Source: an optimization exercise on an open RTL-to-GDS flow (aim: small area). Production flows keep margins and buffers that such runs may drop. No activity file was given, so power comes from the tool's default toggle rates.

## sdram_controller
module sdram_controller (
        input   clk,
        input   rst,
        output  sdram_cle,
        output  sdram_cs,
        output  sdram_cas,
        output  sdram_ras,
        output  sdram_we,
        output  sdram_dqm,
        output  [1:0]  sdram_ba,
        output  [15:0] sdram_a,
        input   [31:0] sdram_dqi,
        output  [31:0] sdram_dqo,
        input   [24:0] user_addr,
        input   rw,
        input   [31:0] data_in,
        output  [31:0] data_out,
        output  busy,
        input   in_valid,
        output  out_valid
    );
Size: about 820 cells after synthesis, ~220 flip-flops.
export LEC_CHECK = 0
export CAP_MARGIN = 20
export CORE_MARGIN = 2
export CORE_UTILIZATION = 60
export SLEW_MARGIN = 20
create_clock -name core_clock -period 10.0 [get_ports {clk}]
standard.sh (not shown) runs the stock make flow with config.mk's settings and CLKGATE_MAP_FILE= SYNTH_SCRIPT=/design/flow/synth_recipe.tcl, a recipe that flattens the netlist after the stock synthesis.
==> flow/flow/run.sh <==
#!/bin/bash
# The standard layout (standard.sh), with the make variables listed one per line in
# flow/make_args.txt (smallest port buffer, clock tree settings). The make output goes to
# flow_make.log; each ORFS step writes its own log under orfs/logs/.
set -euo pipefail
mapfile -t ARGS < flow/make_args.txt
bash standard.sh "${ARGS[@]}" finish > flow_make.log 2>&1
==> flow/flow/make_args.txt <==
BUFFER_PORTS_ARGS=-buffer_cell sky130_fd_sc_hd__buf_1
CTS_ARGS=-sink_clustering_enable -repair_clock_nets -dont_use_dummy_load -buf_list sky130_fd_sc_hd__clkbuf_16 -root_buf sky130_fd_sc_hd__clkbuf_16 -sink_clustering_size 30 -sink_clustering_max_diameter 100
The first run finished with timing, DRC and antenna clean.
Edit:
==> flow/flow/make_args.txt (replaced) <==
BUFFER_PORTS_ARGS=-buffer_cell sky130_fd_sc_hd__buf_1
CTS_ARGS=-sink_clustering_enable -repair_clock_nets -dont_use_dummy_load -buf_list sky130_fd_sc_hd__clkbuf_8 -root_buf sky130_fd_sc_hd__clkbuf_8 -sink_clustering_size 16 -sink_clustering_max_diameter 60
Wire length is about the same; non-clock buffer count stays the same; via count is about the same; register-to-register slack got worse by 0.11 ns; hold slack stays flat.
No functional check of the RTL was part of any run of this note.

---

Another version of the RTL of sdram_controller (not shown whole).
For scale: ~300 flip-flops.
==> flow/config.mk <==
export PLATFORM = sky130hd
export DESIGN_NAME = sdram_controller
export DESIGN_NICKNAME = sdram_controller
export VERILOG_FILES = /design/flow/design.v
export SDC_FILE = /design/flow/constraint.sdc
export NUM_CORES = 4
export LEC_CHECK = 0
export CAP_MARGIN = 20
export CORE_MARGIN = 2
export CORE_UTILIZATION = 40
export SLEW_MARGIN = 20
==> flow/constraint.sdc <==
create_clock -name core_clock -period 10.0 [get_ports {clk}]
set_input_delay 2.0000 -clock core_clock [delete_from_list [all_inputs] [get_ports {clk}]]
set_output_delay 2.0000 -clock core_clock [all_outputs]
set_load 0.01 [all_outputs]
run.sh (not shown) runs the stock make flow with config.mk's settings and CLKGATE_MAP_FILE= SYNTH_SCRIPT=/design/flow/synth_recipe.tcl, a recipe that flattens the netlist after the stock synthesis.
Stock flow here: none of the scripts above is used.
The baseline completed without violations.
Next try:
ABC_AREA = 1   (was default)
Result:
- The changed run completed with no timing, DRC or antenna violations
- final cell count climbs by 23%
- routed wire length climbs by about 5%
- die area climbs by about 2%
- flip-flop and latch count does not change
- via count climbs by about 12%
- synthesized area climbs by about 2%
- sequential power drops by about 2%
- setup slack improves by 0.018 ns
Next try:
==> flow/flow/run.sh (new file) <==
#!/bin/bash
# Standard layout, but with the smallest buffer on every port (buffer_ports -buffer_cell).
set -euo pipefail
bash standard.sh "BUFFER_PORTS_ARGS=-buffer_cell sky130_fd_sc_hd__buf_1" finish > flow_make.log 2>&1
==> flow/standard.sh (new file) <==
#!/bin/bash
# synth_recipe.tcl (not shown) runs the flow's synth.tcl, then flattens the netlist and writes it again
# the make line also repeats each setting of config.mk as NAME=value (left out here)
make -C /OpenROAD-flow-scripts/flow DESIGN_CONFIG=/design/flow/config.mk WORK_HOME=/design/flow/orfs CLKGATE_MAP_FILE= SYNTH_SCRIPT=/design/flow/synth_recipe.tcl "${@:-finish}"
ABC_AREA = default   (was 1)
removed: flow/run.sh
What happened:
- The new run went through all stages and came out clean
- sequential share of layout area increases by 6.2 points
- first-iteration DRC count decreases by 1.7%
- core utilization decreases by 4.2 points
- synthesized cell count decreases by 25%
- design area decreases by 10%
- hold slack gets better by 0.010 ns
No functional check of the RTL was part of any run of this note.

-- port drivers added, routing unchanged --
The results above use ideal ports. As a check the final layouts listed here were re-extracted and re-timed, cells and wires unchanged. Step 1 assumes that a clkbuf_16 drives the clock port and a buf_2 every other input. Step 2, shift: input delay + t, output delay - t, t = (earliest + latest rising clock arrival at the registers) / 2. This alone moves slack from input paths to output paths. Three values: ideal, step 1, step 2; two values: the first two.
run	shift t [ns]	setup slack, ns	slew at the worst register clock pin (ns)
the first run of note 1	0.490	4.137 / 4.113 / 4.113	0.11 / 0.11
the second run of note 1	0.519	4.218 / 4.182 / 4.182	0.10 / 0.10
the first run of note 2	0.583	3.674 / 3.632 / 3.632	0.06 / 0.06
the second run of note 2	0.604	3.692 / 3.665 / 3.665	0.06 / 0.06
the third run of note 2	0.581	4.289 / 4.229 / 4.229	0.07 / 0.07
After both steps every run listed still meets setup and hold. For the third run of note 2, which loses most, drivers alone change the setup slack by -0.060 ns; drivers and shift together by -0.060 ns.
